This design comes from an exercise in tuning for small area, a short achievable clock period and few clock cycles per item on the open sky130 flow, not from production work.
No run shown here included a check of the RTL's function; only the layout flow was run.
Power is estimated from default activity; no workload was simulated.

$ cat config.mk
export PLATFORM = sky130hd
export DESIGN_NAME = assignment
export DESIGN_NICKNAME = assignment
export VERILOG_FILES = /design/flow/design.v
export SDC_FILE = /design/flow/constraint.sdc
export NUM_CORES = 4
export LEC_CHECK = 0
export CAP_MARGIN = 20
export CORE_MARGIN = 2
export CORE_UTILIZATION = 40
export SLEW_MARGIN = 20
export SYNTH_HIERARCHICAL = 1
export SYNTH_MINIMUM_KEEP_SIZE = 0
$ cat standard.sh
#!/bin/bash
# synth_recipe.tcl (not shown) runs the flow's synth.tcl, then flattens the netlist and writes it again
# the make line also repeats each setting of config.mk as NAME=value (left out here)
make -C /OpenROAD-flow-scripts/flow DESIGN_CONFIG=/design/flow/config.mk WORK_HOME=/design/flow/orfs CLKGATE_MAP_FILE= SYNTH_SCRIPT=/design/flow/synth_recipe.tcl "${@:-finish}"
$ cat design.v
module fa_cell (
    input  logic a,
    input  logic b,
    input  logic ci,
    output logic s,
    output logic co
);
    assign s  = a ^ b ^ ci;
    assign co = (a & b) | (a & ci) | (b & ci);
endmodule
module assignment (
    input logic clk,
    input logic NRST,
    input logic start,
    input logic [10:0] A,
    input logic [10:0] B,
    output logic [20:0] result,
    output logic ready
);
    logic        busy;
    logic        accept;
    logic [10:0] a_value;
    logic [9:0]  b_mod;
    logic [9:0]  b_mod_next;
    logic [20:0] row0, row1;
    logic pp_0_0;
    logic pp_0_1;
    logic pp_0_2;
    logic pp_0_3;
    logic pp_0_4;
    logic pp_0_5;
    logic pp_0_6;
    logic pp_0_7;
    logic pp_0_8;
    logic pp_0_9;
    logic pp_1_0;
    logic pp_1_1;
    logic pp_1_2;
    logic pp_1_3;
    logic pp_1_4;
    logic pp_1_5;
    logic pp_1_6;
    logic pp_1_7;
    logic pp_1_8;
    logic pp_1_9;
    logic pp_2_0;
    logic pp_2_1;
    logic pp_2_2;
    logic pp_2_3;
    logic pp_2_4;
    logic pp_2_5;
    logic pp_2_6;
    logic pp_2_7;
    logic pp_2_8;
    logic pp_2_9;
    logic pp_3_0;
    logic pp_3_1;
    logic pp_3_2;
    logic pp_3_3;
    logic pp_3_4;
    logic pp_3_5;
    logic pp_3_6;
    logic pp_3_7;
    logic pp_3_8;
    logic pp_3_9;
    logic pp_4_0;
    logic pp_4_1;
    logic pp_4_2;
    logic pp_4_3;
    logic pp_4_4;
    logic pp_4_5;
    logic pp_4_6;
    logic pp_4_7;
    logic pp_4_8;
    logic pp_4_9;
    logic pp_5_0;
    logic pp_5_1;
    logic pp_5_2;
    logic pp_5_3;
    logic pp_5_4;
    logic pp_5_5;
    logic pp_5_6;
    logic pp_5_7;
    logic pp_5_8;
    logic pp_5_9;
    logic pp_6_0;
    logic pp_6_1;
    logic pp_6_2;
    logic pp_6_3;
    logic pp_6_4;
    logic pp_6_5;
    logic pp_6_6;
    logic pp_6_7;
    logic pp_6_8;
    logic pp_6_9;
    logic pp_7_0;
    logic pp_7_1;
    logic pp_7_2;
    logic pp_7_3;
    logic pp_7_4;
    logic pp_7_5;
    logic pp_7_6;
    logic pp_7_7;
    logic pp_7_8;
    logic pp_7_9;
    logic pp_8_0;
    logic pp_8_1;
    logic pp_8_2;
    logic pp_8_3;
    logic pp_8_4;
    logic pp_8_5;
    logic pp_8_6;
    logic pp_8_7;
    logic pp_8_8;
    logic pp_8_9;
    logic pp_9_0;
    logic pp_9_1;
    logic pp_9_2;
    logic pp_9_3;
    logic pp_9_4;
    logic pp_9_5;
    logic pp_9_6;
    logic pp_9_7;
    logic pp_9_8;
    logic pp_9_9;
    logic pp_10_0;
    logic pp_10_1;
    logic pp_10_2;
    logic pp_10_3;
    logic pp_10_4;
    logic pp_10_5;
    logic pp_10_6;
    logic pp_10_7;
    logic pp_10_8;
    logic pp_10_9;
    logic s1;
    logic c2;
    logic s3;
    logic c4;
    logic s5;
    logic c6;
    logic s7;
    logic c8;
    logic s9;
    logic c10;
    logic s11;
    logic c12;
    logic s13;
    logic c14;
    logic s15;
    logic c16;
    logic s17;
    logic c18;
    logic s19;
    logic c20;
    logic s21;
    logic c22;
    logic s23;
    logic c24;
    logic s25;
    logic c26;
    logic s27;
    logic c28;
    logic s29;
    logic c30;
    logic s31;
    logic c32;
    logic s33;
    logic c34;
    logic s35;
    logic c36;
    logic s37;
    logic c38;
    logic s39;
    logic c40;
    logic s41;
    logic c42;
    logic s43;
    logic c44;
    logic s45;
    logic c46;
    logic s47;
    logic c48;
    logic s49;
    logic c50;
    logic s51;
    logic c52;
    logic s53;
    logic c54;
    logic s55;
    logic c56;
    logic s57;
    logic c58;
    logic s59;
    logic c60;
    logic s61;
    logic c62;
    logic s63;
    logic c64;
    logic s65;
    logic c66;
    logic s67;
    logic c68;
    logic s69;
    logic c70;
    logic s71;
    logic c72;
    logic s73;
    logic c74;
    logic s75;
    logic c76;
    logic s77;
    logic c78;
    logic s79;
    logic c80;
    logic s81;
    logic c82;
    logic s83;
    logic c84;
    logic s85;
    logic c86;
    logic s87;
    logic c88;
    logic s89;
    logic c90;
    logic s91;
    logic c92;
    logic s93;
    logic c94;
    logic s95;
    logic c96;
    logic s97;
    logic c98;
    logic s99;
    logic c100;
    logic s101;
    logic c102;
    logic s103;
    logic c104;
    logic s105;
    logic c106;
    logic s107;
    logic c108;
    logic s109;
    logic c110;
    logic s111;
    logic c112;
    logic s113;
    logic c114;
    logic s115;
    logic c116;
    logic s117;
    logic c118;
    logic s119;
    logic c120;
    logic s121;
    logic c122;
    logic s123;
    logic c124;
    logic s125;
    logic c126;
    logic s127;
    logic c128;
    logic s129;
    logic c130;
    logic s131;
    logic c132;
    logic s133;
    logic c134;
    logic s135;
    logic c136;
    logic s137;
    logic c138;
    logic s139;
    logic c140;
    logic s141;
    logic c142;
    logic s143;
    logic c144;
    logic s145;
    logic c146;
    logic s147;
    logic c148;
    logic s149;
    logic c150;
    logic s151;
    logic c152;
    logic s153;
    logic c154;
    logic s155;
    logic c156;
    logic s157;
    logic c158;
    logic s159;
    logic c160;
    assign accept = start & ~busy;
    logic       b_ge_1000, b_ge_2000;
    logic [6:0] b_add;
    assign b_ge_1000 = B >= 11'd1000;
    assign b_ge_2000 = B >= 11'd2000;
    assign b_add = b_ge_2000 ? 7'd6 : (b_ge_1000 ? 7'd3 : 7'd0);
    assign b_mod_next = {7'(B[9:3] + b_add), B[2:0]};
    always_ff @(posedge clk) begin
        if (accept) begin
            a_value <= A;
            b_mod   <= b_mod_next;
        end
    end
    assign pp_0_0 = ~(a_value[0] & b_mod[0]);
    assign pp_0_1 = ~(a_value[0] & b_mod[1]);
    assign pp_0_2 = ~(a_value[0] & b_mod[2]);
    assign pp_0_3 = ~(a_value[0] & b_mod[3]);
    assign pp_0_4 = ~(a_value[0] & b_mod[4]);
    assign pp_0_5 = ~(a_value[0] & b_mod[5]);
    assign pp_0_6 = ~(a_value[0] & b_mod[6]);
    assign pp_0_7 = ~(a_value[0] & b_mod[7]);
    assign pp_0_8 = ~(a_value[0] & b_mod[8]);
    assign pp_0_9 = ~(a_value[0] & b_mod[9]);
    assign pp_1_0 = ~(a_value[1] & b_mod[0]);
    assign pp_1_1 = ~(a_value[1] & b_mod[1]);
    assign pp_1_2 = ~(a_value[1] & b_mod[2]);
    assign pp_1_3 = ~(a_value[1] & b_mod[3]);
    assign pp_1_4 = ~(a_value[1] & b_mod[4]);
    assign pp_1_5 = ~(a_value[1] & b_mod[5]);
    assign pp_1_6 = ~(a_value[1] & b_mod[6]);
    assign pp_1_7 = ~(a_value[1] & b_mod[7]);
    assign pp_1_8 = ~(a_value[1] & b_mod[8]);
    assign pp_1_9 = ~(a_value[1] & b_mod[9]);
    assign pp_2_0 = ~(a_value[2] & b_mod[0]);
    assign pp_2_1 = ~(a_value[2] & b_mod[1]);
    assign pp_2_2 = ~(a_value[2] & b_mod[2]);
    assign pp_2_3 = ~(a_value[2] & b_mod[3]);
    assign pp_2_4 = ~(a_value[2] & b_mod[4]);
    assign pp_2_5 = ~(a_value[2] & b_mod[5]);
    assign pp_2_6 = ~(a_value[2] & b_mod[6]);
    assign pp_2_7 = ~(a_value[2] & b_mod[7]);
    assign pp_2_8 = ~(a_value[2] & b_mod[8]);
    assign pp_2_9 = ~(a_value[2] & b_mod[9]);
    assign pp_3_0 = ~(a_value[3] & b_mod[0]);
    assign pp_3_1 = ~(a_value[3] & b_mod[1]);
    assign pp_3_2 = ~(a_value[3] & b_mod[2]);
    assign pp_3_3 = ~(a_value[3] & b_mod[3]);
    assign pp_3_4 = ~(a_value[3] & b_mod[4]);
    assign pp_3_5 = ~(a_value[3] & b_mod[5]);
    assign pp_3_6 = ~(a_value[3] & b_mod[6]);
    assign pp_3_7 = ~(a_value[3] & b_mod[7]);
    assign pp_3_8 = ~(a_value[3] & b_mod[8]);
    assign pp_3_9 = ~(a_value[3] & b_mod[9]);
    assign pp_4_0 = ~(a_value[4] & b_mod[0]);
    assign pp_4_1 = ~(a_value[4] & b_mod[1]);
    assign pp_4_2 = ~(a_value[4] & b_mod[2]);
    assign pp_4_3 = ~(a_value[4] & b_mod[3]);
    assign pp_4_4 = ~(a_value[4] & b_mod[4]);
    assign pp_4_5 = ~(a_value[4] & b_mod[5]);
    assign pp_4_6 = ~(a_value[4] & b_mod[6]);
    assign pp_4_7 = ~(a_value[4] & b_mod[7]);
    assign pp_4_8 = ~(a_value[4] & b_mod[8]);
    assign pp_4_9 = ~(a_value[4] & b_mod[9]);
    assign pp_5_0 = ~(a_value[5] & b_mod[0]);
    assign pp_5_1 = ~(a_value[5] & b_mod[1]);
    assign pp_5_2 = ~(a_value[5] & b_mod[2]);
    assign pp_5_3 = ~(a_value[5] & b_mod[3]);
    assign pp_5_4 = ~(a_value[5] & b_mod[4]);
    assign pp_5_5 = ~(a_value[5] & b_mod[5]);
    assign pp_5_6 = ~(a_value[5] & b_mod[6]);
    assign pp_5_7 = ~(a_value[5] & b_mod[7]);
    assign pp_5_8 = ~(a_value[5] & b_mod[8]);
    assign pp_5_9 = ~(a_value[5] & b_mod[9]);
    assign pp_6_0 = ~(a_value[6] & b_mod[0]);
    assign pp_6_1 = ~(a_value[6] & b_mod[1]);
    assign pp_6_2 = ~(a_value[6] & b_mod[2]);
    assign pp_6_3 = ~(a_value[6] & b_mod[3]);
    assign pp_6_4 = ~(a_value[6] & b_mod[4]);
    assign pp_6_5 = ~(a_value[6] & b_mod[5]);
    assign pp_6_6 = ~(a_value[6] & b_mod[6]);
    assign pp_6_7 = ~(a_value[6] & b_mod[7]);
    assign pp_6_8 = ~(a_value[6] & b_mod[8]);
    assign pp_6_9 = ~(a_value[6] & b_mod[9]);
    assign pp_7_0 = ~(a_value[7] & b_mod[0]);
    assign pp_7_1 = ~(a_value[7] & b_mod[1]);
    assign pp_7_2 = ~(a_value[7] & b_mod[2]);
    assign pp_7_3 = ~(a_value[7] & b_mod[3]);
    assign pp_7_4 = ~(a_value[7] & b_mod[4]);
    assign pp_7_5 = ~(a_value[7] & b_mod[5]);
    assign pp_7_6 = ~(a_value[7] & b_mod[6]);
    assign pp_7_7 = ~(a_value[7] & b_mod[7]);
    assign pp_7_8 = ~(a_value[7] & b_mod[8]);
    assign pp_7_9 = ~(a_value[7] & b_mod[9]);
    assign pp_8_0 = ~(a_value[8] & b_mod[0]);
    assign pp_8_1 = ~(a_value[8] & b_mod[1]);
    assign pp_8_2 = ~(a_value[8] & b_mod[2]);
    assign pp_8_3 = ~(a_value[8] & b_mod[3]);
    assign pp_8_4 = ~(a_value[8] & b_mod[4]);
    assign pp_8_5 = ~(a_value[8] & b_mod[5]);
    assign pp_8_6 = ~(a_value[8] & b_mod[6]);
    assign pp_8_7 = ~(a_value[8] & b_mod[7]);
    assign pp_8_8 = ~(a_value[8] & b_mod[8]);
    assign pp_8_9 = ~(a_value[8] & b_mod[9]);
    assign pp_9_0 = ~(a_value[9] & b_mod[0]);
    assign pp_9_1 = ~(a_value[9] & b_mod[1]);
    assign pp_9_2 = ~(a_value[9] & b_mod[2]);
    assign pp_9_3 = ~(a_value[9] & b_mod[3]);
    assign pp_9_4 = ~(a_value[9] & b_mod[4]);
    assign pp_9_5 = ~(a_value[9] & b_mod[5]);
    assign pp_9_6 = ~(a_value[9] & b_mod[6]);
    assign pp_9_7 = ~(a_value[9] & b_mod[7]);
    assign pp_9_8 = ~(a_value[9] & b_mod[8]);
    assign pp_9_9 = ~(a_value[9] & b_mod[9]);
    assign pp_10_0 = ~(a_value[10] & b_mod[0]);
    assign pp_10_1 = ~(a_value[10] & b_mod[1]);
    assign pp_10_2 = ~(a_value[10] & b_mod[2]);
    assign pp_10_3 = ~(a_value[10] & b_mod[3]);
    assign pp_10_4 = ~(a_value[10] & b_mod[4]);
    assign pp_10_5 = ~(a_value[10] & b_mod[5]);
    assign pp_10_6 = ~(a_value[10] & b_mod[6]);
    assign pp_10_7 = ~(a_value[10] & b_mod[7]);
    assign pp_10_8 = ~(a_value[10] & b_mod[8]);
    assign pp_10_9 = ~(a_value[10] & b_mod[9]);
    fa_cell u_ha1 (.a(pp_0_9), .b(pp_1_8), .ci(1'b1), .s(s1), .co(c2));
    fa_cell u_fa1 (.a(pp_10_0), .b(pp_1_9), .ci(pp_2_8), .s(s3), .co(c4));
    fa_cell u_ha2 (.a(pp_10_1), .b(pp_2_9), .ci(1'b1), .s(s5), .co(c6));
    fa_cell u_ha3 (.a(pp_0_6), .b(pp_1_5), .ci(1'b1), .s(s7), .co(c8));
    fa_cell u_fa2 (.a(pp_0_7), .b(pp_1_6), .ci(pp_2_5), .s(s9), .co(c10));
    fa_cell u_ha4 (.a(pp_3_4), .b(pp_4_3), .ci(1'b1), .s(s11), .co(c12));
    fa_cell u_fa3 (.a(pp_0_8), .b(pp_1_7), .ci(pp_2_6), .s(s13), .co(c14));
    fa_cell u_fa4 (.a(pp_3_5), .b(pp_4_4), .ci(pp_5_3), .s(s15), .co(c16));
    fa_cell u_ha5 (.a(pp_6_2), .b(pp_7_1), .ci(1'b1), .s(s17), .co(c18));
    fa_cell u_fa5 (.a(pp_2_7), .b(pp_3_6), .ci(pp_4_5), .s(s19), .co(c20));
    fa_cell u_fa6 (.a(pp_5_4), .b(pp_6_3), .ci(pp_7_2), .s(s21), .co(c22));
    fa_cell u_fa7 (.a(pp_8_1), .b(pp_9_0), .ci(s1), .s(s23), .co(c24));
    fa_cell u_fa8 (.a(pp_3_7), .b(pp_4_6), .ci(pp_5_5), .s(s25), .co(c26));
    fa_cell u_fa9 (.a(pp_6_4), .b(pp_7_3), .ci(pp_8_2), .s(s27), .co(c28));
    fa_cell u_fa10 (.a(pp_9_1), .b(c2), .ci(s3), .s(s29), .co(c30));
    fa_cell u_fa11 (.a(pp_3_8), .b(pp_4_7), .ci(pp_5_6), .s(s31), .co(c32));
    fa_cell u_fa12 (.a(pp_6_5), .b(pp_7_4), .ci(pp_8_3), .s(s33), .co(c34));
    fa_cell u_fa13 (.a(pp_9_2), .b(s5), .ci(c4), .s(s35), .co(c36));
    fa_cell u_fa14 (.a(pp_10_2), .b(pp_3_9), .ci(pp_4_8), .s(s37), .co(c38));
    fa_cell u_fa15 (.a(pp_5_7), .b(pp_6_6), .ci(pp_7_5), .s(s39), .co(c40));
    fa_cell u_fa16 (.a(pp_8_4), .b(pp_9_3), .ci(c6), .s(s41), .co(c42));
    fa_cell u_fa17 (.a(pp_10_3), .b(pp_4_9), .ci(pp_5_8), .s(s43), .co(c44));
    fa_cell u_fa18 (.a(pp_6_7), .b(pp_7_6), .ci(pp_8_5), .s(s45), .co(c46));
    fa_cell u_fa19 (.a(pp_10_4), .b(pp_5_9), .ci(pp_6_8), .s(s47), .co(c48));
    fa_cell u_ha6 (.a(pp_0_4), .b(pp_1_3), .ci(1'b1), .s(s49), .co(c50));
    fa_cell u_fa20 (.a(pp_0_5), .b(pp_1_4), .ci(pp_2_3), .s(s51), .co(c52));
    fa_cell u_ha7 (.a(pp_3_2), .b(pp_4_1), .ci(1'b1), .s(s53), .co(c54));
    fa_cell u_fa21 (.a(pp_2_4), .b(pp_3_3), .ci(pp_4_2), .s(s55), .co(c56));
    fa_cell u_fa22 (.a(pp_5_1), .b(pp_6_0), .ci(s7), .s(s57), .co(c58));
    fa_cell u_fa23 (.a(pp_5_2), .b(pp_6_1), .ci(pp_7_0), .s(s59), .co(c60));
    fa_cell u_fa24 (.a(c8), .b(s11), .ci(s9), .s(s61), .co(c62));
    fa_cell u_fa25 (.a(pp_8_0), .b(c12), .ci(s17), .s(s63), .co(c64));
    fa_cell u_fa26 (.a(c10), .b(s13), .ci(s15), .s(s65), .co(c66));
    fa_cell u_fa27 (.a(c18), .b(c14), .ci(c16), .s(s67), .co(c68));
    fa_cell u_fa28 (.a(s19), .b(s21), .ci(s23), .s(s69), .co(c70));
    fa_cell u_fa29 (.a(c20), .b(c22), .ci(s25), .s(s71), .co(c72));
    fa_cell u_fa30 (.a(s27), .b(c24), .ci(s29), .s(s73), .co(c74));
    fa_cell u_fa31 (.a(c26), .b(c28), .ci(s31), .s(s75), .co(c76));
    fa_cell u_fa32 (.a(s33), .b(c30), .ci(s35), .s(s77), .co(c78));
    fa_cell u_fa33 (.a(c32), .b(c34), .ci(s37), .s(s79), .co(c80));
    fa_cell u_fa34 (.a(s39), .b(s41), .ci(c36), .s(s81), .co(c82));
    fa_cell u_fa35 (.a(pp_9_4), .b(c38), .ci(c40), .s(s83), .co(c84));
    fa_cell u_fa36 (.a(s43), .b(s45), .ci(c42), .s(s85), .co(c86));
    fa_cell u_fa37 (.a(pp_7_7), .b(pp_8_6), .ci(pp_9_5), .s(s87), .co(c88));
    fa_cell u_fa38 (.a(c44), .b(c46), .ci(s47), .s(s89), .co(c90));
    fa_cell u_fa39 (.a(pp_10_5), .b(pp_6_9), .ci(pp_7_8), .s(s91), .co(c92));
    fa_cell u_fa40 (.a(pp_8_7), .b(pp_9_6), .ci(c48), .s(s93), .co(c94));
    fa_cell u_fa41 (.a(pp_10_6), .b(pp_7_9), .ci(pp_8_8), .s(s95), .co(c96));
    fa_cell u_ha8 (.a(pp_0_3), .b(pp_1_2), .ci(1'b1), .s(s97), .co(c98));
    fa_cell u_fa42 (.a(pp_2_2), .b(pp_3_1), .ci(pp_4_0), .s(s99), .co(c100));
    fa_cell u_fa43 (.a(pp_5_0), .b(c50), .ci(s53), .s(s101), .co(c102));
    fa_cell u_fa44 (.a(c54), .b(c52), .ci(s55), .s(s103), .co(c104));
    fa_cell u_fa45 (.a(c56), .b(s59), .ci(c58), .s(s105), .co(c106));
    fa_cell u_fa46 (.a(c60), .b(s63), .ci(c62), .s(s107), .co(c108));
    fa_cell u_fa47 (.a(c64), .b(c66), .ci(s67), .s(s109), .co(c110));
    fa_cell u_fa48 (.a(c68), .b(s71), .ci(c70), .s(s111), .co(c112));
    fa_cell u_fa49 (.a(c72), .b(s75), .ci(s77), .s(s113), .co(c114));
    fa_cell u_fa50 (.a(c76), .b(s79), .ci(c78), .s(s115), .co(c116));
    fa_cell u_fa51 (.a(c80), .b(s83), .ci(s85), .s(s117), .co(c118));
    fa_cell u_fa52 (.a(s87), .b(c84), .ci(s89), .s(s119), .co(c120));
    fa_cell u_fa53 (.a(c88), .b(s91), .ci(c90), .s(s121), .co(c122));
    fa_cell u_fa54 (.a(pp_9_7), .b(c92), .ci(s95), .s(s123), .co(c124));
    fa_cell u_fa55 (.a(pp_10_7), .b(pp_8_9), .ci(pp_9_8), .s(s125), .co(c126));
    fa_cell u_ha9 (.a(pp_0_2), .b(pp_1_1), .ci(1'b1), .s(s127), .co(c128));
    fa_cell u_fa56 (.a(pp_2_1), .b(pp_3_0), .ci(s97), .s(s129), .co(c130));
    fa_cell u_fa57 (.a(c98), .b(s49), .ci(s99), .s(s131), .co(c132));
    fa_cell u_fa58 (.a(c100), .b(s51), .ci(s101), .s(s133), .co(c134));
    fa_cell u_fa59 (.a(c102), .b(s57), .ci(s103), .s(s135), .co(c136));
    fa_cell u_fa60 (.a(c104), .b(s61), .ci(s105), .s(s137), .co(c138));
    fa_cell u_fa61 (.a(s65), .b(c106), .ci(s107), .s(s139), .co(c140));
    fa_cell u_fa62 (.a(s69), .b(c108), .ci(s109), .s(s141), .co(c142));
    fa_cell u_fa63 (.a(c110), .b(s73), .ci(s111), .s(s143), .co(c144));
    fa_cell u_fa64 (.a(c74), .b(c112), .ci(s113), .s(s145), .co(c146));
    fa_cell u_fa65 (.a(s81), .b(s115), .ci(c114), .s(s147), .co(c148));
    fa_cell u_fa66 (.a(c82), .b(s117), .ci(c116), .s(s149), .co(c150));
    fa_cell u_fa67 (.a(c86), .b(s119), .ci(c118), .s(s151), .co(c152));
    fa_cell u_fa68 (.a(s93), .b(s121), .ci(c120), .s(s153), .co(c154));
    fa_cell u_fa69 (.a(c94), .b(s123), .ci(c122), .s(s155), .co(c156));
    fa_cell u_fa70 (.a(c96), .b(s125), .ci(c124), .s(s157), .co(c158));
    fa_cell u_fa71 (.a(pp_10_8), .b(pp_9_9), .ci(c126), .s(s159), .co(c160));
    assign row0 = {1'b1, pp_10_9, s159, s157, s155, s153, s151, c148, c146, c144, c142, c140, c138, c136, c134, c132, c130, c128, pp_2_0, pp_0_1, pp_0_0};
    assign row1 = {1'b1, c160, c158, c156, c154, c152, c150, s149, s147, s145, s143, s141, s139, s137, s135, s133, s131, s129, s127, pp_1_0, 1'b1};
    logic [10:0] blk0;
    assign blk0 = ~({1'b0, row0[9:0]} + {1'b0, row1[9:0]} + 11'd1);
    logic [11:0] blk1;
    assign blk1 = ~({1'b0, row0[20:10]} + {1'b0, row1[20:10]} + 12'd1);
    logic [20:0] sum_q;
    logic [0:0] gen_q;
    always_ff @(posedge clk) begin
        sum_q[9:0] <= blk0[9:0];
        gen_q[0] <= blk0[10];
        sum_q[20:10] <= blk1[10:0];
    end
    logic [1:1] cin;
    assign cin[1] = gen_q[0];
    assign result[9:0] = sum_q[9:0];
    assign result[20:10] = sum_q[20:10] + 11'(cin[1]);
    always_ff @(posedge clk or negedge NRST) begin
        if (!NRST) begin
            busy  <= 1'b0;
            ready <= 1'b0;
        end else begin
            busy  <= accept;
            ready <= busy | (ready & ~start);
        end
    end
endmodule
$ cat flow/run.sh
#!/bin/bash
# The standard layout (the standard.sh: ORFS synthesis to final layout),
# with smaller port buffers and no clock-tree dummy loads.
set -euo pipefail
export BUFFER_PORTS_ARGS="-buffer_cell ${PORT_BUF:-sky130_fd_sc_hd__buf_1}"
export CTS_ARGS="-sink_clustering_enable -repair_clock_nets -dont_use_dummy_load -buf_list sky130_fd_sc_hd__clkbuf_8"
bash standard.sh > standard.log 2>&1
$ cat constraint.sdc
create_clock -name core_clock -period 12.5 [get_ports {clk}]
set_input_delay 2.5000 -clock core_clock [delete_from_list [all_inputs] [get_ports {clk}]]
set_output_delay 2.5000 -clock core_clock [all_outputs]
set_load 0.01 [all_outputs]
==> impl_metrics.py, run 1 <==
metrics = {
    "job": {
        "maxCapViolCount": 0,
    },
    "power_and_ir_drop": {
        "sequentialPowerShare_pct": 23.5,
        "worst_ir_drop_vdd_v": 0.0000982,
        "powerDensity_mw_per_mm2": 214,
        "finalPower_mw": 1.01,
        "combPwrFrac_pct": 68.0,
        "internal_power_mw": 0.563,
        "p_leak_nw": 1.74,
        "swShare_pct": 44.3,
        "p_switching_mw": 0.448,
        "pwr-share-clk_pct": 8.5,
    },
    "finish": {
        "utilization_pct": 43.7,
        "final_layout_size_suffix_gt1_share_pct": 2.28,
        "fin_nets": 573,
        "instances_no_fill": 579,
        "area_delta_synth_final_pct": 6.80,
        "antennaDiodeCount": 0,
        "n_fill_cell": 1022,
    },
    "clocking": {
        "insertion_delay_ns": 0.33,
        "postCtsSetupRepairBufs": 0,
        "cts-resized-gates": 0,
        "htreeDepth": 2,
        "cts_max_path_buffers": 2,
        "cts_inserted_buffers": 5,
        "clk_pin_slew_ns": 0.09,
        "hold_buffers": 0,
        "cts_tree": "done",
        "root_buffer": "clkbuf_8",
        "clock_sinks": 45,
    },
    "synthesis": {
        "synth_top_family_by_area": "adder cells",
        "synth-seq-area-share_pct": 25.4,
        "syn_area_mm2": 0.00441,
        "synth-edff-count": 21,
        "synth_compound_area_share_pct": 6.63,
        "synthMuxAreaShare_pct": 0,
        "yosysWarningCount": 7,
        "post-synth-top-count-cell": "nand2_1",
        "yosysTopAreaCellShare_pct": 37.7,
        "synth-xor-area-share_pct": 5.56,
        "ys.flop_type": "dfxtp_1",
        "synthSimpleGateAreaFrac_pct": 13.7,
        "synthAdderAreaFrac_pct": 44.5,
        "ys_top_cells_by_area": "fa_1 38%, edfxtp_1 14%, dfxtp_1 10%",
        "synthCells": 410,
        "yosysUniqueCellTypes": 38,
        "postSynthAreaPerCell_um2": 10.8,
        "yosysTopAreaCell": "fa_1",
        "ys_ff_latch": 45,
        "ys_async_sr_fraction_pct": 4.44,
        "netlist_top_cells_count": "115 x nand2_1, 83 x fa_1, 24 x ha_1",
    },
    "global_routing": {
        "antenna_found_initial": 0,
        "track_usage_pct": 16.4,
        "grt_first_pass_wirelength_um": 14600,
        "grt_max_degree": 23,
        "grt_pass1_vias": 3129,
        "grt_remaining_overflow": 0,
    },
    "floorplanning": {
        "dieArea_mm2": 0.0119,
        "core-area_mm2": 0.0108,
        "initial_core_util_pct": 40.9,
        "die_x_um": 109,
        "ios": 47,
        "die_height_um": 109,
        "rows": 38,
    },
    "placed_design": {
        "gp_congestion": 0.832,
        "dpl.cell_count": 574,
        "portBuffers": 46,
        "hpwl_um": 6640,
    },
    "drt": {
        "drc": 0,
        "ant_nets": 0,
        "via_per_inst": 5.07,
        "drtIter0Drc": 147,
        "drt-pass1-iter-count": 4,
        "wl_per_cell_um": 14.7,
        "vias": 2938,
        "routed_wl_um": 8530,
    },
    "timing": {
        "drv_slew": 0,
        "min_period_over_period_pct": 36.3,
        "layout_min_cycle_time_ns": 4.54,
        "worst_clock_skew_ns": 0.0284,
        "finalHoldViolCount": 0,
        "whs_ns": 0.461,
        "rsz0062_at_grt": "false",
        "setup_viol": 0,
        "clock.fmax_mhz": 220,
        "fin_setup_tns_ns": 0,
    },
    "critical_path": {
        "crit_top_cell": "fa_1",
        "slowest_stage": "fa_1",
        "cp_max_fo": 11,
        "path_cells": "nand2_1 -> fa_1 -> fa_1 -> fa_1 -> fa_1 -> fa_1 -> inv_1 -> fa_1 -> nor2b_1 -> o31a_1 -> nor4_1 -> o21bai_1 -> a31oi_1",
        "endpoint_kind": "flop",
        "arrival_ns": 4.75,
        "crit_required_ns": 12.71,
        "cp-start-kind": "flop",
        "worst-setup-path-type": "flop to flop",
        "cpPeakStageDelay_ns": 0.58,
    },
    "hold_path": {
        "timing.hold.worst.class": "flop to flop",
    },
    "status": {
        "status": "finished clean",
    },
}
-- layout by cell type, fill, tap and decap left out, types with 3 or more instances in the layout --
cell	n
clkbuf_8	5
o21ai_0	7
dfxtp_1	22
conb_1	9
a21o_1	8
inv_1	8
xnor2_1	15
fa_1	83
nand2_1	115
and2_1	5
o21a_1	5
xor2_1	13
nand3_1	6
nand2b_1	3
o21bai_1	3
edfxtp_1	21
buf_1	46
a21oi_1	8
nor2_1	10
ha_1	24
-- layer usage --
layer  share of wire, %  global-route usage [%]  vias to the layer above
met5                  0                       0                        -
met4                1.5                    6.87                        0
met3                4.5                    2.99                        9
met2                 53                    29.0                       70
met1                 41                    19.6                     1499
li1                   -                       -                     1360
-- state kept, by name (all words and copies together) (netlist names) --
| register | flops |
|---|---|
| busy | 1 |
| b_mod | 10 |
| sum_q | 21 |
| gen_q | 1 |
| ready | 1 |
| a_value | 11 |
-- per-stage QoR --
step           setup WS, ns  area, um2
3_3_place_gp           8.04       4640
4_1_cts                7.97       4710
2_1_floorplan          8.18       4440
5_1_grt                7.70       4710
3_5_place_dp           8.00       4640
6_report               7.96       4710
-- worst paths after layout --
path	end	slack [ns]	startpoint	cells past startpoint
worst max-delay path	sum_q[20]$_DFF_P_	7.96	b_mod[1]$_DFFE_PP_	13
worst min-delay path	ready$_DFF_PN0_	0.46	busy$_DFF_PN0_	1
worst max register to register	sum_q[20]$_DFF_P_	7.96	b_mod[1]$_DFFE_PP_	13
worst min register to register	ready$_DFF_PN0_	0.46	busy$_DFF_PN0_	1
max in group asynchronous	ready$_DFF_PN0_	10.45	NRST	1
min in group asynchronous	busy$_DFF_PN0_	1.93	NRST	1
-- critical path: cells and delay by family, from the launching register on --
family	cells	cell delay, ns
simple gates	3	0.37
compound gates	3	0.52
fa+ha+maj	6	2.90
buf+inv	1	0.06
flops	1	0.57
-- layout make-up --
cell class	instances	area, um2	share of cell area [%]
Timing Repair Buffer	47	180	3.82
Tap cell	140	175	3.72
Inverter	8	30.0	0.637
Sequential cell	45	1120	23.8
Clock buffer	5	68.8	1.46
Multi-Input combinational cell	334	3140	66.6
-- power groups by stage --
| stage | clock network (mW) | logic [mW] | registers [mW] |
|---|---|---|---|
| after global placement | 0 | 0.692 | 0.240 |
| final | 0.0859 | 0.688 | 0.237 |
| after CTS | 0.0908 | 0.702 | 0.238 |
| after global routing | 0.0946 | 0.811 | 0.243 |
| after detailed placement | 0 | 0.698 | 0.241 |
| after floorplan | 0 | 0.585 | 0.224 |
-- per-module statistics from Yosys, one instance, submodules excluded --
module | cell area (um2) | flops+latches | times used | cells inside
assignment | 2810 | 45 | 1 | 330
fa_cell | 20.0 | 0 | 80 | 1
-- cells by family after synthesis --
logic type      after synthesis
xor+xnor                     28
simple gates                148
compound gates               42
fa+ha+maj                   107
other cells                   1
flops                        45
buf+inv                      39
==> run 2, diff against run 1 <==
--- a/design.v
+++ b/design.v
@@ -498,21 +498,36 @@
     fa_cell u_fa71 (.a(pp_10_8), .b(pp_9_9), .ci(c126), .s(s159), .co(c160));
     assign row0 = {1'b1, pp_10_9, s159, s157, s155, s153, s151, c148, c146, c144, c142, c140, c138, c136, c134, c132, c130, c128, pp_2_0, pp_0_1, pp_0_0};
     assign row1 = {1'b1, c160, c158, c156, c154, c152, c150, s149, s147, s145, s143, s141, s139, s137, s135, s133, s131, s129, s127, pp_1_0, 1'b1};
-    logic [10:0] blk0;
-    assign blk0 = ~({1'b0, row0[9:0]} + {1'b0, row1[9:0]} + 11'd1);
-    logic [11:0] blk1;
-    assign blk1 = ~({1'b0, row0[20:10]} + {1'b0, row1[20:10]} + 12'd1);
+    logic [8:0] blk0;
+    assign blk0 = ~({1'b0, row0[7:0]} + {1'b0, row1[7:0]} + 9'd1);
+    logic [4:0] blk1;
+    assign blk1 = ~({1'b0, row0[11:8]} + {1'b0, row1[11:8]} + 5'd1);
+    logic [4:0] blk2;
+    assign blk2 = ~({1'b0, row0[15:12]} + {1'b0, row1[15:12]} + 5'd1);
+    logic [5:0] blk3;
+    assign blk3 = ~({1'b0, row0[20:16]} + {1'b0, row1[20:16]} + 6'd1);
     logic [20:0] sum_q;
-    logic [0:0] gen_q;
+    logic [2:0] gen_q;
+    logic [2:1] prop_q;
     always_ff @(posedge clk) begin
-        sum_q[9:0] <= blk0[9:0];
-        gen_q[0] <= blk0[10];
-        sum_q[20:10] <= blk1[10:0];
+        sum_q[7:0] <= blk0[7:0];
+        gen_q[0] <= blk0[8];
+        sum_q[11:8] <= blk1[3:0];
+        gen_q[1] <= blk1[4];
+        prop_q[1] <= &(row0[11:8] ^ row1[11:8]);
+        sum_q[15:12] <= blk2[3:0];
+        gen_q[2] <= blk2[4];
+        prop_q[2] <= &(row0[15:12] ^ row1[15:12]);
+        sum_q[20:16] <= blk3[4:0];
     end
-    logic [1:1] cin;
+    logic [3:1] cin;
     assign cin[1] = gen_q[0];
-    assign result[9:0] = sum_q[9:0];
-    assign result[20:10] = sum_q[20:10] + 11'(cin[1]);
+    assign cin[2] = (gen_q[0] & prop_q[1]) | gen_q[1];
+    assign cin[3] = (gen_q[0] & prop_q[1] & prop_q[2]) | (gen_q[1] & prop_q[2]) | gen_q[2];
+    assign result[7:0] = sum_q[7:0];
+    assign result[11:8] = sum_q[11:8] + 4'(cin[1]);
+    assign result[15:12] = sum_q[15:12] + 4'(cin[2]);
+    assign result[20:16] = sum_q[20:16] + 5'(cin[3]);
     always_ff @(posedge clk or negedge NRST) begin
         if (!NRST) begin
             busy  <= 1'b0;
==> run 2 against run 1 <==
Against the previous run: via count fell by 4.6%; sequential power rose by 6%; clock power rose by 1%; critical path type is now flop to output port; global-route usage fell by 0.21 points; critical path depth fell by 6; area after synthesis fell by 0.11%; combinational power fell by about 20%; sequential share of layout area rose by 1.6 points.
==> impl_metrics.py, run 2 <==
metrics = {
    "critical_path": {
        "cp-start-kind": "flop",
        "crit_required_ns": 10.00,
        "r2r_end": "gen_q[2]$_DFF_P_",
        "cpPeakStageDelay_ns": 0.33,
        "slowest_stage": "dfxtp_1",
        "r2r_cells": 12,
        "path_cells": "a21o_1 -> a21o_1 -> ha_1 -> ha_1 -> nand3_1 -> xnor2_1 -> buf_1",
        "reg2reg_slack_ns": 8.40,
        "arrival_ns": 1.81,
        "r2r-start": "b_mod[9]$_DFFE_PP_",
        "cp.buffers_inverters": 1,
        "cp_max_fo": 2,
        "critPathTopFamily": "compound AO/OA/AOI/OAI gates",
        "endpoint_kind": "output port",
        "worst-setup-path-type": "flop to output port",
    },
    "drt": {
        "ant_nets": 0,
        "drc": 0,
        "wl_per_cell_um": 14.3,
        "routed_wl_um": 8120,
        "drtIter0Drc": 84,
        "drt-pass1-iter-count": 4,
        "via_per_inst": 4.93,
        "vias": 2803,
    },
    "finish": {
        "largest-register": "sum_q",
        "final_cell_mix": "110 x nand2_1, 85 x fa_1, 46 x buf_1",
        "final_layout_size_suffix_gt1_share_pct": 1.64,
        "largest_reg_flops": 21,
        "fin_nets": 568,
        "layout_commonest_cell": "nand2_1",
        "area_delta_synth_final_pct": 7.15,
        "antennaDiodeCount": 0,
        "reg_top3": "sum_q x21, a_value x11, b_mod x10",
        "n_fill_cell": 1043,
    },
    "global_routing": {
        "grt_remaining_overflow": 0,
        "track_usage_pct": 16.2,
        "grt_max_degree": 23,
        "grt_pass1_vias": 3164,
        "antenna_found_initial": 0,
        "grt_first_pass_wirelength_um": 14800,
    },
    "hold_path": {
        "timing.hold.worst.class": "flop to flop",
        "hold_depth": 1,
        "hold_end": "ready$_DFF_PN0_",
        "min_from": "busy$_DFF_PN0_",
    },
    "clocking": {
        "htreeDepth": 2,
        "cts_max_path_buffers": 2,
        "root_buffer": "clkbuf_8",
        "hold_buffers": 0,
        "insertion_delay_ns": 0.31,
        "clk_pin_slew_ns": 0.11,
        "postCtsSetupRepairBufs": 0,
        "cts_inserted_buffers": 5,
        "cts-resized-gates": 0,
        "clock_sinks": 49,
        "cts_tree": "done",
    },
    "floorplanning": {
        "ios": 47,
        "initial_core_util_pct": 40.8,
        "core-area_mm2": 0.0108,
        "rows": 38,
        "die_x_um": 109,
        "die_height_um": 109,
        "dieArea_mm2": 0.0119,
    },
    "placed_design": {
        "gp_congestion": 0.828,
        "hpwl_um": 6400,
        "portBuffers": 46,
    },
    "synthesis": {
        "post-synth-top-count-cell": "nand2_1",
        "yosysTopAreaCell": "fa_1",
        "yosysWarningCount": 7,
        "ys.flop_type": "dfxtp_1",
        "postSynthAreaPerCell_um2": 11.1,
        "yosysUniqueCellTypes": 29,
        "syn_area_mm2": 0.00441,
        "yosysTopAreaCellShare_pct": 38.6,
        "ys_async_sr_fraction_pct": 4.08,
        "ys_ff_latch": 49,
        "synth-edff-count": 21,
        "ys_top_cells_by_area": "fa_1 39%, edfxtp_1 14%, dfxtp_1 12%",
        "netlist_top_cells_count": "110 x nand2_1, 85 x fa_1, 28 x ha_1",
        "synthCells": 397,
        "synth-seq-area-share_pct": 27.2,
    },
    "power_and_ir_drop": {
        "p_leak_nw": 1.86,
        "worst_ir_drop_vdd_v": 0.000127,
        "powerDensity_mw_per_mm2": 189,
    },
    "job": {
        "maxCapViolCount": 0,
    },
    "timing": {
        "min_period_over_period_pct": 34.5,
        "drv_slew": 0,
        "whs_ns": 0.474,
        "setup_viol": 0,
        "layout_min_cycle_time_ns": 4.31,
        "finalHoldViolCount": 0,
        "clock.fmax_mhz": 232,
        "worst_clock_skew_ns": 0.0281,
        "fin_setup_tns_ns": 0,
        "rsz0062_at_grt": "false",
    },
    "status": {
        "status": "finished clean",
    },
}
==> run 2: per-layer routing <==
layer	track usage, %	share of wire, %
met1	20.1	42
met2	28.8	52
met3	2.63	4.5
met4	4.95	1.8
met5	0	0
==> run 2: cell type report <==
| cell class | instances | area, um2 | share of cell area, % |
|---|---|---|---|
| Clock buffer | 5 | 68.8 | 1.46 |
| Inverter | 21 | 78.8 | 1.67 |
| Multi-Input combinational cell | 306 | 3020 | 63.9 |
| Sequential cell | 49 | 1200 | 25.4 |
| Tap cell | 140 | 175 | 3.71 |
| Timing Repair Buffer | 47 | 180 | 3.81 |
==> run 2: logic make-up (layout without fill, tap and decap cells) <==
kind of cell,Yosys count,count (layout),share of synthesized area [%]
and+or+nand+nor,128,128,11.7
adders and majority gates,113,113,46.6
buffers and inverters,50,73,4.94
DFF,49,49,27.2
AOI/OAI and AO/OA,33,33,4.94
xor gates and xnor gates,23,23,4.57
other,1,9,0.0851
==> run 2: through the flow <==
| step | util [%] | area [um2] | setup slack, ns | cells | power, mW |
|---|---|---|---|---|---|
| after detailed placement | 43.1 | 4650 | 7.98 | 563 | 0.820 |
| after global placement | 43.1 | 4650 | 8.09 | 563 | 0.808 |
| after floorplan | - | 4440 | 8.34 | 405 | 0.700 |
| final | 43.8 | 4720 | 8.19 | 568 | 0.891 |
| after CTS | 43.8 | 4720 | 8.15 | 568 | 0.911 |
| after global routing | 43.8 | 4720 | 8.07 | 568 | 1.01 |
==> run 2: where the power goes <==
part	leakage [nW]	switching (mW)	total, mW	internal, mW
Combinational	1.38	0.292	0.552	0.260
Clock	0.0359	0.0507	0.0870	0.0363
Sequential	0.443	0.0299	0.252	0.222
Total	1.86	0.373	0.891	0.518
==> run 2: Yosys stat by module, one instance, submodules excluded <==
module      copies in the design  cell area, um2  flip-flops and latches
assignment                     1            2810                      49
fa_cell                       80            20.0                       0
==> run 2: worst max path at each step <==
stage | start | to | slack (ns) | depth (start not counted)
after global placement | B[6] | b_mod[9]$_DFFE_PP_ | 8.09 | 10
after global routing | gen_q[0]$_DFF_P_ | result[20] | 8.07 | 7
after CTS | gen_q[0]$_DFF_P_ | result[20] | 8.15 | 7
after floorplan | B[9] | b_mod[9]$_DFFE_PP_ | 8.34 | 9
after detailed placement | B[6] | b_mod[9]$_DFFE_PP_ | 7.98 | 10
final | gen_q[0]$_DFF_P_ | result[20] | 8.19 | 7
==> run 3, diff against run 2 <==
--- a/design.v
+++ b/design.v
@@ -295,11 +295,13 @@
     logic c160;
     assign accept = start & ~busy;
     logic       b_ge_1000, b_ge_2000;
-    logic [6:0] b_add;
+    logic [6:0] b_plus3, b_plus6;
     assign b_ge_1000 = B >= 11'd1000;
     assign b_ge_2000 = B >= 11'd2000;
-    assign b_add = b_ge_2000 ? 7'd6 : (b_ge_1000 ? 7'd3 : 7'd0);
-    assign b_mod_next = {7'(B[9:3] + b_add), B[2:0]};
+    assign b_plus3 = B[9:3] + 7'd3;
+    assign b_plus6 = B[9:3] + 7'd6;
+    assign b_mod_next[2:0] = B[2:0];
+    assign b_mod_next[9:3] = b_ge_2000 ? b_plus6 : (b_ge_1000 ? b_plus3 : B[9:3]);
     always_ff @(posedge clk) begin
         if (accept) begin
             a_value <= A;
@@ -500,34 +502,44 @@
     assign row1 = {1'b1, c160, c158, c156, c154, c152, c150, s149, s147, s145, s143, s141, s139, s137, s135, s133, s131, s129, s127, pp_1_0, 1'b1};
     logic [8:0] blk0;
     assign blk0 = ~({1'b0, row0[7:0]} + {1'b0, row1[7:0]} + 9'd1);
-    logic [4:0] blk1;
-    assign blk1 = ~({1'b0, row0[11:8]} + {1'b0, row1[11:8]} + 5'd1);
+    logic [5:0] blk1;
+    assign blk1 = ~({1'b0, row0[12:8]} + {1'b0, row1[12:8]} + 6'd1);
     logic [4:0] blk2;
-    assign blk2 = ~({1'b0, row0[15:12]} + {1'b0, row1[15:12]} + 5'd1);
-    logic [5:0] blk3;
-    assign blk3 = ~({1'b0, row0[20:16]} + {1'b0, row1[20:16]} + 6'd1);
+    assign blk2 = ~({1'b0, row0[16:13]} + {1'b0, row1[16:13]} + 5'd1);
+    logic [4:0] blk3;
+    assign blk3 = ~({1'b0, row0[20:17]} + {1'b0, row1[20:17]} + 5'd1);
     logic [20:0] sum_q;
     logic [2:0] gen_q;
     logic [2:1] prop_q;
     always_ff @(posedge clk) begin
         sum_q[7:0] <= blk0[7:0];
         gen_q[0] <= blk0[8];
-        sum_q[11:8] <= blk1[3:0];
-        gen_q[1] <= blk1[4];
-        prop_q[1] <= &(row0[11:8] ^ row1[11:8]);
-        sum_q[15:12] <= blk2[3:0];
+        sum_q[12:8] <= blk1[4:0];
+        gen_q[1] <= blk1[5];
+        prop_q[1] <= &blk1[4:0];
+        sum_q[16:13] <= blk2[3:0];
         gen_q[2] <= blk2[4];
-        prop_q[2] <= &(row0[15:12] ^ row1[15:12]);
-        sum_q[20:16] <= blk3[4:0];
+        prop_q[2] <= &blk2[3:0];
+        sum_q[20:17] <= blk3[3:0];
     end
     logic [3:1] cin;
     assign cin[1] = gen_q[0];
-    assign cin[2] = (gen_q[0] & prop_q[1]) | gen_q[1];
-    assign cin[3] = (gen_q[0] & prop_q[1] & prop_q[2]) | (gen_q[1] & prop_q[2]) | gen_q[2];
+    assign cin[2] = gen_q[1] | (prop_q[1] & cin[1]);
+    assign cin[3] = gen_q[2] | (prop_q[2] & cin[2]);
     assign result[7:0] = sum_q[7:0];
-    assign result[11:8] = sum_q[11:8] + 4'(cin[1]);
-    assign result[15:12] = sum_q[15:12] + 4'(cin[2]);
-    assign result[20:16] = sum_q[20:16] + 5'(cin[3]);
+    assign result[8] = sum_q[8] ^ cin[1];
+    assign result[9] = sum_q[9] ^ (cin[1] & (&sum_q[8:8]));
+    assign result[10] = sum_q[10] ^ (cin[1] & (&sum_q[9:8]));
+    assign result[11] = sum_q[11] ^ (cin[1] & (&sum_q[10:8]));
+    assign result[12] = sum_q[12] ^ (cin[1] & (&sum_q[11:8]));
+    assign result[13] = sum_q[13] ^ cin[2];
+    assign result[14] = sum_q[14] ^ (cin[2] & (&sum_q[13:13]));
+    assign result[15] = sum_q[15] ^ (cin[2] & (&sum_q[14:13]));
+    assign result[16] = sum_q[16] ^ (cin[2] & (&sum_q[15:13]));
+    assign result[17] = sum_q[17] ^ cin[3];
+    assign result[18] = sum_q[18] ^ (cin[3] & (&sum_q[17:17]));
+    assign result[19] = sum_q[19] ^ (cin[3] & (&sum_q[18:17]));
+    assign result[20] = sum_q[20] ^ (cin[3] & (&sum_q[19:17]));
     always_ff @(posedge clk or negedge NRST) begin
         if (!NRST) begin
             busy  <= 1'b0;
==> flow/run.sh (replaced) <==
#!/bin/bash
# The standard layout (the standard.sh: ORFS synthesis to final layout),
# with smaller port buffers and no clock-tree dummy loads.
set -euo pipefail
export BUFFER_PORTS_ARGS="-buffer_cell ${PORT_BUF:-sky130_fd_sc_hd__buf_1}"
export CTS_ARGS="-sink_clustering_enable -repair_clock_nets -dont_use_dummy_load"
bash standard.sh > standard.log 2>&1
==> run 3 against run 2 <==
Against the previous run: synthesized cell count increased by 9.6%; non-clock buffer count unchanged; clock power increased by 45%; critical path type is now flop to flop; first-iteration DRC count increased by 69%; wire length increased by 8.9%; highest routed layer unchanged; largest cell class unchanged; sequential share of layout area decreased by 1.3 points; largest power group unchanged; area after synthesis increased by 4.9%.
==> impl_metrics.py, run 3 <==
metrics = {
    "finish": {
        "reg_top3": "sum_q x21, a_value x11, b_mod x10",
        "largest_reg_flops": 21,
        "multi_input_area_mm2": 0.00321,
        "regArea_mm2": 0.00120,
        "final_cell_mix": "114 x nand2_1, 84 x fa_1, 46 x buf_1",
        "instances_no_fill": 607,
        "layout_commonest_cell": "nand2_1",
        "n_fill_cell": 1108,
        "antennaDiodeCount": 0,
        "utilization_pct": 43.8,
        "area_delta_synth_final_pct": 7.79,
        "fin_nets": 602,
        "final_layout_size_suffix_gt1_share_pct": 1.94,
        "largest-register": "sum_q",
    },
    "synthesis": {
        "synthCells": 435,
        "yosysTopAreaCellShare_pct": 36.4,
        "synthMuxAreaShare_pct": 0.677,
        "ys_top_cells_by_area": "fa_1 36%, edfxtp_1 14%, dfxtp_1 11%",
        "postSynthAreaPerCell_um2": 10.6,
        "ys_async_sr_fraction_pct": 4.08,
        "syn_area_mm2": 0.00462,
        "yosysTopAreaCell": "fa_1",
        "synth-seq-area-share_pct": 26.0,
        "netlist_top_cells_count": "114 x nand2_1, 84 x fa_1, 27 x ha_1",
        "post-synth-top-count-cell": "nand2_1",
        "synth-xor-area-share_pct": 3.79,
        "ys_ff_latch": 49,
        "synth_compound_area_share_pct": 6.12,
        "synthSimpleGateAreaFrac_pct": 14.3,
        "ys.flop_type": "dfxtp_1",
        "synthAdderAreaFrac_pct": 43.9,
        "synth_top_family_by_area": "adder cells",
        "yosysWarningCount": 7,
        "yosysUniqueCellTypes": 43,
        "synth-edff-count": 21,
    },
    "critical_path": {
        "crit_start": "b_mod[9]$_DFFE_PP_",
        "cpPeakStageDelay_ns": 0.62,
        "cp-start-kind": "flop",
        "crit_top_cell": "fa_1",
        "r2r_cells": 11,
        "crit_required_ns": 12.72,
        "cp_max_fo": 11,
        "arrival_ns": 4.40,
        "r2r_end": "prop_q[1]$_DFF_P_",
        "path_cells": "nand2_1 -> fa_1 -> fa_1 -> fa_1 -> fa_1 -> fa_1 -> ha_1 -> a21o_1 -> a21oi_1 -> xor2_1 -> and3_1",
        "slowest_stage": "edfxtp_1",
        "reg2reg_slack_ns": 8.32,
        "r2r-start": "b_mod[9]$_DFFE_PP_",
        "worst-setup-path-type": "flop to flop",
        "endpoint_kind": "flop",
    },
    "power_and_ir_drop": {
        "p_leak_nw": 1.96,
        "p_switching_mw": 0.386,
        "internal_power_mw": 0.555,
        "powerDensity_mw_per_mm2": 189,
        "swShare_pct": 41.0,
        "combPwrFrac_pct": 60.0,
        "sequentialPowerShare_pct": 26.7,
        "pwr-share-clk_pct": 13.4,
        "worst_ir_drop_vdd_v": 0.000101,
    },
    "clocking": {
        "insertion_delay_ns": 0.30,
        "hold_buffers": 0,
        "cts-resized-gates": 0,
        "cts_max_path_buffers": 2,
        "cts_tree": "done",
        "postCtsSetupRepairBufs": 0,
        "clock_sinks": 49,
        "cts_inserted_buffers": 5,
        "htreeDepth": 2,
        "clk_pin_slew_ns": 0.07,
        "root_buffer": "clkbuf_16",
    },
    "drt": {
        "vias": 3056,
        "via_per_inst": 5.03,
        "ant_nets": 0,
        "drtIter0Drc": 142,
        "routed_wl_um": 8840,
        "drt-pass1-iter-count": 4,
        "drc": 0,
        "wl_per_cell_um": 14.6,
    },
    "hold_path": {
        "hold_end": "ready$_DFF_PN0_",
        "min_from": "busy$_DFF_PN0_",
        "hold_depth": 1,
        "timing.hold.worst.class": "flop to flop",
    },
    "placed_design": {
        "hpwl_um": 6940,
        "dpl.cell_count": 602,
        "pre_cts_ws_ns": 8.28,
        "gp_congestion": 0.836,
        "portBuffers": 46,
    },
    "floorplanning": {
        "ios": 47,
        "dieArea_mm2": 0.0124,
        "rows": 39,
        "die_x_um": 112,
        "die_height_um": 112,
        "initial_core_util_pct": 40.7,
        "core-area_mm2": 0.0114,
    },
    "timing": {
        "drv_slew": 0,
        "layout_min_cycle_time_ns": 4.18,
        "min_period_over_period_pct": 33.5,
        "fin_setup_tns_ns": 0,
        "relSlewSlack_pct": 58.2,
        "fin_ws_ns": 8.32,
        "clock.fmax_mhz": 239,
        "rsz0062_at_grt": "false",
        "max_slew.worst_pin.slew_ns": 0.626,
        "finalHoldViolCount": 0,
        "setup_viol": 0,
        "worst_clock_skew_ns": 0.0240,
    },
    "global_routing": {
        "grt_remaining_overflow": 0,
        "grt_pass1_vias": 3425,
        "antenna_found_initial": 0,
        "track_usage_pct": 16.0,
        "grt_first_pass_wirelength_um": 16000,
        "grt_max_degree": 23,
    },
    "status": {
        "status": "finished clean",
    },
    "job": {
        "maxCapViolCount": 0,
    },
}
-- run 3: area by class of cell --
cell class / count / share of cell area (%)
timing repair buffer: 47 / 3.62
tap: 143 / 3.59
multi-input combinational: 340 / 64.4
clock buffer: 5 / 2.51
sequential: 49 / 24.1
inverter: 23 / 1.73
-- run 3: worst max path at each step --
stage,to,slack [ns],depth (start not counted)
floorplan,prop_q[1]$_DFF_P_,8.53,12
global placement,b_mod[8]$_DFFE_PP_,8.35,8
detailed placement,b_mod[8]$_DFFE_PP_,8.28,8
CTS,prop_q[2]$_DFF_P_,8.32,12
global route,prop_q[2]$_DFF_P_,8.11,12
finish,prop_q[1]$_DFF_P_,8.32,11
-- run 3: power groups by stage --
| stage | sequential, mW | clock [mW] | combinational, mW |
|---|---|---|---|
| 6_report | 0.251 | 0.126 | 0.564 |
| 3_3_place_gp | 0.254 | 0 | 0.567 |
| 4_1_cts | 0.252 | 0.128 | 0.579 |
| 2_1_floorplan | 0.238 | 0 | 0.469 |
| 3_5_place_dp | 0.255 | 0 | 0.576 |
| 5_1_grt | 0.257 | 0.134 | 0.668 |
-- run 3: stage by stage --
step / power (mW) / instance area (um2) / hold WS [ns]
global placement: 0.821 / 4860 / 0.435
global route: 1.06 / 4980 / 0.494
detailed placement: 0.831 / 4860 / 0.453
floorplan: 0.707 / 4650 / 0.429
CTS: 0.960 / 4980 / 0.469
finish: 0.941 / 4980 / 0.464
-- run 3: critical path: cells and delay by family (launching register included) --
family,cells,cell delay (ns)
AOI/OAI and AO/OA,2,0.35
xor gates and xnor gates,1,0.18
adders and majority gates,6,2.64
DFF,1,0.62
and+or+nand+nor,2,0.31
-- run 3: per-module statistics from Yosys (local to each module, per instance) --
module | flip-flops and latches | times used | area, um2
assignment | 49 | 1 | 3020
fa_cell | 0 | 80 | 20.0
-- run 3: cells by family (layout without fill, tap and decap cells) --
logic type	count (synthesis)	in the layout
buf+inv	54	75
flops	49	49
simple gates	154	154
fa+ha+maj	112	112
mux	3	3
xor+xnor	20	20
other cells	1	9
compound gates	42	42
-- run 3: metal layers --
layer	routed length (um)	vias up	global-route usage, %
li1	-	1432	-
met1	3800	1542	20.6
met2	4520	71	28.0
met3	390	11	2.34
met4	129	0	5.02
met5	0	-	0
==> run 4, diff against run 3 <==
--- a/config.mk
+++ b/config.mk
@@ -5,6 +5,7 @@
 export SDC_FILE = /design/flow/constraint.sdc
 export NUM_CORES = 4
 export LEC_CHECK = 0
+export ABC_CLOCK_PERIOD_IN_PS = 3000
 export CAP_MARGIN = 20
 export CORE_MARGIN = 2
 export CORE_UTILIZATION = 40
==> run 4 against run 3 <==
Against the previous run: clock power about the same; highest routed layer unchanged; area after synthesis unchanged; synthesized cell count unchanged; clock skew unchanged; largest power group unchanged; register-to-register slack about the same.
==> impl_metrics.py, run 4 <==
metrics = {
    "status": {
        "status": "finished clean",
    },
    "global_routing": {
        "grt_first_pass_wirelength_um": 16000,
        "track_usage_pct": 16.0,
        "antenna_found_initial": 0,
        "grt_remaining_overflow": 0,
        "grt_max_degree": 23,
        "grt_pass1_vias": 3425,
    },
    "critical_path": {
        "r2r-start": "b_mod[9]$_DFFE_PP_",
        "cpPeakStageDelay_ns": 0.62,
        "worstSetupEndpoint": "prop_q[1]$_DFF_P_",
        "r2r_end": "prop_q[1]$_DFF_P_",
        "arrival_ns": 4.40,
        "endpoint_kind": "flop",
        "worst-setup-path-type": "flop to flop",
        "crit_required_ns": 12.72,
        "cp_max_fo": 11,
        "crit_top_cell": "fa_1",
        "path_cells": "nand2_1 -> fa_1 -> fa_1 -> fa_1 -> fa_1 -> fa_1 -> ha_1 -> a21o_1 -> a21oi_1 -> xor2_1 -> and3_1",
        "reg2reg_slack_ns": 8.32,
        "cp-start-kind": "flop",
        "slowest_stage": "edfxtp_1",
        "crit_start": "b_mod[9]$_DFFE_PP_",
        "r2r_cells": 11,
    },
    "drt": {
        "wl_per_cell_um": 14.6,
        "drc": 0,
        "highest_layer": "met4",
        "drt-pass1-iter-count": 4,
        "via_per_inst": 5.03,
        "ant_nets": 0,
        "route.met3.wl_um": 390,
        "wl_met2_um": 4520,
        "drtIter0Drc": 142,
        "routed_wl_um": 8840,
        "vias": 3056,
        "wl_met1_um": 3800,
    },
    "timing": {
        "drv_slew": 0,
        "layout_min_cycle_time_ns": 4.18,
        "whs_ns": 0.464,
        "max_slew.worst_pin.slew_ns": 0.626,
        "rsz0062_at_grt": "false",
        "clock.fmax_mhz": 239,
        "fin_setup_tns_ns": 0,
        "finalHoldViolCount": 0,
        "relSlewSlack_pct": 58.2,
        "worst_clock_skew_ns": 0.0240,
        "min_period_over_period_pct": 33.5,
        "setup_viol": 0,
    },
    "clocking": {
        "clock_sinks": 49,
        "cts_inserted_buffers": 5,
        "postCtsSetupRepairBufs": 0,
        "root_buffer": "clkbuf_16",
        "htreeDepth": 2,
        "clk_pin_slew_ns": 0.07,
        "cts-resized-gates": 0,
        "hold_buffers": 0,
        "cts_max_path_buffers": 2,
        "cts_tree": "done",
        "insertion_delay_ns": 0.30,
    },
    "synthesis": {
        "synth-seq-area-share_pct": 26.0,
        "yosysTopAreaCell": "fa_1",
        "ys_ff_latch": 49,
        "netlist_top_cells_count": "114 x nand2_1, 84 x fa_1, 27 x ha_1",
        "post-synth-top-count-cell": "nand2_1",
        "postSynthAreaPerCell_um2": 10.6,
        "ys_top_cells_by_area": "fa_1 36%, edfxtp_1 14%, dfxtp_1 11%",
        "yosysWarningCount": 7,
        "synth-edff-count": 21,
        "ys.flop_type": "dfxtp_1",
        "syn_area_mm2": 0.00462,
        "ys_async_sr_fraction_pct": 4.08,
        "yosysTopAreaCellShare_pct": 36.4,
        "yosysUniqueCellTypes": 43,
        "synthCells": 435,
    },
    "hold_path": {
        "min_from": "busy$_DFF_PN0_",
        "timing.hold.worst.class": "flop to flop",
    },
    "placed_design": {
        "dpl.cell_count": 602,
        "hpwl_um": 6940,
        "portBuffers": 46,
        "gp_congestion": 0.836,
    },
    "finish": {
        "antennaDiodeCount": 0,
        "final_cell_mix": "114 x nand2_1, 84 x fa_1, 46 x buf_1",
        "utilization_pct": 43.8,
        "largest-register": "sum_q",
        "largest_reg_flops": 21,
        "area_delta_synth_final_pct": 7.79,
        "instances_no_fill": 607,
        "layout_commonest_cell": "nand2_1",
        "n_fill_cell": 1108,
        "fin_nets": 602,
        "reg_top3": "sum_q x21, a_value x11, b_mod x10",
        "final_layout_size_suffix_gt1_share_pct": 1.94,
    },
    "floorplanning": {
        "ios": 47,
        "dieArea_mm2": 0.0124,
        "initial_core_util_pct": 40.7,
        "die_height_um": 112,
        "core-area_mm2": 0.0114,
        "rows": 39,
        "die_x_um": 112,
    },
    "power_and_ir_drop": {
        "worst_ir_drop_vdd_v": 0.000101,
        "internal_power_mw": 0.555,
        "sequentialPowerShare_pct": 26.7,
        "p_switching_mw": 0.386,
        "powerDensity_mw_per_mm2": 189,
        "swShare_pct": 41.0,
        "combPwrFrac_pct": 60.0,
        "pwr-share-clk_pct": 13.4,
        "finalPower_mw": 0.941,
        "p_leak_nw": 1.96,
    },
    "job": {
        "maxCapViolCount": 0,
    },
}
run 4: cell counts after synthesis:
No cell type changed its count.
run 4: per-layer routing:
layer  global-route usage, %  vias up
li1                        -     1432
met1                    20.6     1542
met2                    28.0       71
met3                    2.34       11
met4                    5.02        0
met5                       0        -
run 4: metrics by stage:
stage	setup slack [ns]	instance area (um2)
3_5_place_dp	8.28	4860
5_1_grt	8.11	4980
4_1_cts	8.32	4980
6_report	8.32	4980
3_3_place_gp	8.35	4860
2_1_floorplan	8.53	4650
run 4: cells by family (layout without fill, tap and decap cells):
kind of cell    count (synthesis)  in the layout  synth area share, %
xor+xnor                       20             20                 3.79
flops                          49             49                 26.0
buf+inv                        54             75                 5.20
mux                             3              3                0.677
compound gates                 42             42                 6.12
fa+ha+maj                     112            112                 43.9
other cells                     1              9               0.0811
simple gates                  154            154                 14.3
run 4: worst max-delay path, delay by kind of cell, from the launching register on:
kind / cells / cell delay [ns]
compound gates: 2 / 0.35
xor+xnor: 1 / 0.18
fa+ha+maj: 6 / 2.64
flops: 1 / 0.62
simple gates: 2 / 0.31
run 4: final cells by class:
type / instances / area [um2] / area share, %
Clock buffer: 5 / 125 / 2.51
Timing Repair Buffer: 47 / 180 / 3.62
Tap cell: 143 / 179 / 3.59
Multi-Input combinational cell: 340 / 3210 / 64.4
Inverter: 23 / 86.3 / 1.73
Sequential cell: 49 / 1200 / 24.1
run 4: power groups by stage:
stage	combinational (mW)	sequential [mW]	clock [mW]
3_5_place_dp	0.576	0.255	0
5_1_grt	0.668	0.257	0.134
4_1_cts	0.579	0.252	0.128
6_report	0.564	0.251	0.126
2_1_floorplan	0.469	0.238	0
3_3_place_gp	0.567	0.254	0
run 4: modules after synthesis (local to each module, per instance):
module	cells	times used	cell area [um2]
assignment	355	1	3020
fa_cell	1	80	20.0
run 4: worst min-delay path by stage:
stage,to,slack [ns],depth (start not counted)
detailed placement,ready$_DFF_PN0_,0.45,1
finish,ready$_DFF_PN0_,0.46,1
global route,ready$_DFF_PN0_,0.49,1
CTS,ready$_DFF_PN0_,0.47,1
floorplan,ready$_DFF_PN0_,0.43,1
global placement,ready$_DFF_PN0_,0.43,1

==> port drivers added, routing unchanged <==
No port has a modelled driver above. Below, the same layouts with a new extraction and two added sets of constraints. Step 1 assumes that a clkbuf_16 drives the clock port and a buf_2 every other input. Step 2 times the ports against the registers' clock, not the clock port: input delays grow and output delays shrink by t, the midpoint of the rising clock arrivals with the driver on. Three values: no drivers, after step 1, after step 2; two values: the first two.
run	shift t [ns]	setup slack, ns	latest minus earliest clock arrival (ns)
run 1	0.351	7.963 / 7.963 / 7.963	0.029 / 0.028
run 2	0.330	8.191 / 8.157 / 8.020	0.028 / 0.028
run 3	0.322	8.317 / 8.317 / 8.282	0.024 / 0.024
run 4	0.322	8.317 / 8.317 / 8.282	0.024 / 0.024
After both steps setup and hold are still met in every run listed. For run 2, which loses most, drivers alone change the setup slack by -0.034 ns; drivers and shift together by -0.171 ns.
